What follows belongs to an exercise in optimizing a design on an open flow for small area, a short achievable clock period and few clock cycles; a production flow would make more cautious choices. Power figures rest on the tool's default switching activity, not on a simulated workload.

==> run C: inputs <==
Design freqcalccore_v1_0_S00_AXI, start of the top module:
module freqcalccore_v1_0_S00_AXI #
	(
		parameter integer FHT_B = 7,
		parameter integer FHT_N = 2 ** FHT_B,
		parameter IDLE = 3'b000,
		parameter PRELOAD = 3'b001,
		parameter PREMULT_1 = 3'b010,
		parameter PREMULT_2 = 3'b011,
		parameter ACCUMULATION = 3'b100,
		parameter SQUARING = 3'b101,
		parameter CONVERSION = 3'b110,
		parameter FIND_MAX = 3'b111,
		parameter integer PDM_DIV = 2,
		parameter integer SAMPLE_DIV = 256,
		parameter integer C_S_AXI_DATA_WIDTH	= 32,
		parameter integer C_S_AXI_ADDR_WIDTH	= 4
	)
	(
		input wire pdm_data,
		output wire pdm_clk,
		output wire pdm_lrsel,
		output wire led0,
		output wire led1,
		input wire  S_AXI_ACLK,
		input wire  S_AXI_ARESETN,
		input wire [C_S_AXI_ADDR_WIDTH-1 : 0] S_AXI_AWADDR,
		input wire [2 : 0] S_AXI_AWPROT,
		input wire  S_AXI_AWVALID,
		output wire  S_AXI_AWREADY,
		input wire [C_S_AXI_DATA_WIDTH-1 : 0] S_AXI_WDATA,
		input wire [(C_S_AXI_DATA_WIDTH/8)-1 : 0] S_AXI_WSTRB,
		input wire  S_AXI_WVALID,
		output wire  S_AXI_WREADY,
		output wire [1 : 0] S_AXI_BRESP,
		output wire  S_AXI_BVALID,
		input wire  S_AXI_BREADY,
		input wire [C_S_AXI_ADDR_WIDTH-1 : 0] S_AXI_ARADDR,
		input wire [2 : 0] S_AXI_ARPROT,
		input wire  S_AXI_ARVALID,
		output wire  S_AXI_ARREADY,
		output wire [C_S_AXI_DATA_WIDTH-1 : 0] S_AXI_RDATA,
		output wire [1 : 0] S_AXI_RRESP,
		output wire  S_AXI_RVALID,
		input wire  S_AXI_RREADY
	);
clock: 12.0 ns
lec_check: 0
cap_margin: 20
core_margin: 2
core_utilization: 40
cts_buf_list: sky130_fd_sc_hd__clkbuf_4 sky130_fd_sc_hd__clkbuf_8
place_density: 0.6
slew_margin: 20
standard.sh (not shown) runs the stock make flow with config.mk's settings and CLKGATE_MAP_FILE= SYNTH_SCRIPT=/design/flow/synth_recipe.tcl, a recipe that flattens the netlist after the stock synthesis.
==> flow/flow/run.sh <==
#!/bin/bash
# Own layout flow: the standard flow (standard.sh, unchanged synthesis), with repair_timing
# aiming at a tighter setup margin so that the layout's reg-to-reg and port paths come out
# shorter.  The clock period and the constraints are the design's (constraint.sdc).
set -euo pipefail
MARGIN=$(cat flow/margin.txt 2>/dev/null || echo 6)
bash standard.sh SETUP_SLACK_MARGIN=$MARGIN TNS_END_PERCENT=100 finish > standard_make.log 2>&1
==> flow/flow/margin.txt <==
6.8
==> inputs of run Y, as changes to run C <==
--- a/flow/design.v
+++ b/flow/design.v
@@ -376,46 +376,46 @@
     wire [1:0] one2 = {1'b0, nu} + {1'b0, nt2} + {1'b0, nc};
     wire [2:0] one1a = {2'd0, nu} + {1'b0, nt, 1'b0};
     wire [1:0] one1b = {1'b0, np} + {1'b0, nq};
     wire [9:0] x1 = e_u0 + e_u4 + e_t2 + e_t6 + {7'd0, one1a};
     wire [9:0] x2 = e_p + e_q + {8'd0, one1b};
     wire [9:0] y2 = e_w0 + e_w4 + e_tt + e_c + {8'd0, one2};
     wire pair_e1 = run_e1 & (pp != 3'd0) & v_p & (own <= 4'd8);
-    reg [9:0] x1_r, x2_r, y2_r;
-    reg [8:0] a1_r, a2_r;
-    reg signed [10:0] s1_r;
+    reg [9:0] x1_r, x2_r, y2_r, b1_r, b2_r;
     reg [5:0] k1_r, kb_r;
     reg v1_r, vb_r;
-    wire [9:0] b1 = x1_r + x2_r;
     always @(posedge clk) begin
         if (!rstn) begin
             v1_r <= 1'b0;
             vb_r <= 1'b0;
         end else begin
             v1_r <= pair_e1;
             vb_r <= v1_r;
         end
         x1_r <= x1;
         x2_r <= x2;
         y2_r <= y2;
         k1_r <= k_p;
-        a1_r <= b1[9] ? (9'd0 - b1[8:0]) : b1[8:0];
-        a2_r <= y2_r[9] ? (9'd0 - y2_r[8:0]) : y2_r[8:0];
-        s1_r <= $signed({x1_r[9], x1_r}) + $signed({x2_r[9], x2_r}) + $signed({y2_r[9], y2_r});
+        b1_r <= x1_r + x2_r;
+        b2_r <= y2_r;
         kb_r <= k1_r;
     end
+    wire [8:0] c1m = b1_r[8:0] ^ {9{b1_r[9]}};
+    wire [8:0] c2m = b2_r[8:0] ^ {9{b2_r[9]}};
+    wire [17:0] p0 = sq9(c1m) + sq9(c2m) + (b1_r[9] ? {8'd0, c1m, 1'b1} : 18'd0)
+                                         + (b2_r[9] ? {8'd0, c2m, 1'b1} : 18'd0);
     reg [17:0] p0_r;
     reg signed [10:0] s_r;
     reg [5:0] k2_r;
     reg v2_r;
     always @(posedge clk) begin
         if (!rstn) v2_r <= 1'b0;
         else v2_r <= vb_r;
-        p0_r <= sq9(a1_r) + sq9(a2_r);
-        s_r <= s1_r;
+        p0_r <= p0;
+        s_r <= $signed(b1_r) + $signed(b2_r);
         k2_r <= kb_r;
     end
     wire [17:0] dl1 = {{6{s_r[10]}}, s_r, 1'b0} + 18'd2;
     wire [17:0] dl2 = {{5{s_r[10]}}, s_r, 2'b00} + 18'd8;
     wire [53:0] pd3 = {p0_r + dl2, p0_r + dl1, p0_r};
     reg [53:0] mx;
     reg [17:0] mk;
==> flow/run.sh (new file) <==
#!/bin/bash
# synth_recipe.tcl (not shown) runs the flow's synth.tcl, then flattens the netlist and writes it again
# the make line also repeats each setting of config.mk as NAME=value (left out here)
make -C /OpenROAD-flow-scripts/flow DESIGN_CONFIG=/design/flow/config.mk WORK_HOME=/design/flow/orfs CLKGATE_MAP_FILE= SYNTH_SCRIPT=/design/flow/synth_recipe.tcl finish
removed: flow/flow/run.sh
removed: flow/flow/margin.txt
removed: flow/standard.sh
==> summary of the runs <==
Run Y completed with no timing, DRC or antenna violations. Run C ran to the end with no violations.
In die area, run C and run Y hardly differ.
Via count: run Y is lower than run C (1.7%).
In run Y the critical path depth is higher than in run C, by 20.
Register-to-register slack: run C is higher than run Y (1400 ps).
In run C the core utilization is higher than in run Y, by 0.091 points.
Sequential power is about the same in run Y and run C.
No functional check of the RTL was part of any run of this note.

static timing again, ports no longer ideal:
The flow's constraints put no driver on any port. The routed layouts listed below were extracted and timed again, unchanged, in two steps. Step 1 (the two cells are an assumption about what drives the block):
set clk [get_ports {S_AXI_ACLK}]
set_driving_cell -lib_cell sky130_fd_sc_hd__clkbuf_16 $clk
set_driving_cell -lib_cell sky130_fd_sc_hd__buf_2 [delete_from_list [all_inputs] $clk]
Step 2, shift: input delay + t, output delay - t, t = (earliest + latest rising clock arrival at the registers) / 2. This alone moves slack from input paths to output paths. Slacks: ideal / step 1 / step 2; pairs: ideal / step 1.
run | t (ns) | slack for setup (ns) | slew at the worst register clock pin (ns) | worst data-port slew with drivers (ns) | pins driven straight from the clock port
run C | 1.010 | 6.897 / 6.867 / 6.867 | 0.08 / 0.08 | 0.05 | 1
run Y | 0.996 | 5.574 / 5.574 / 5.574 | 0.07 / 0.07 | 0.04 | 1
After both steps every run listed still meets setup and hold. For run C, which loses most, drivers alone change the setup slack by -0.030 ns; drivers and shift together by -0.030 ns.
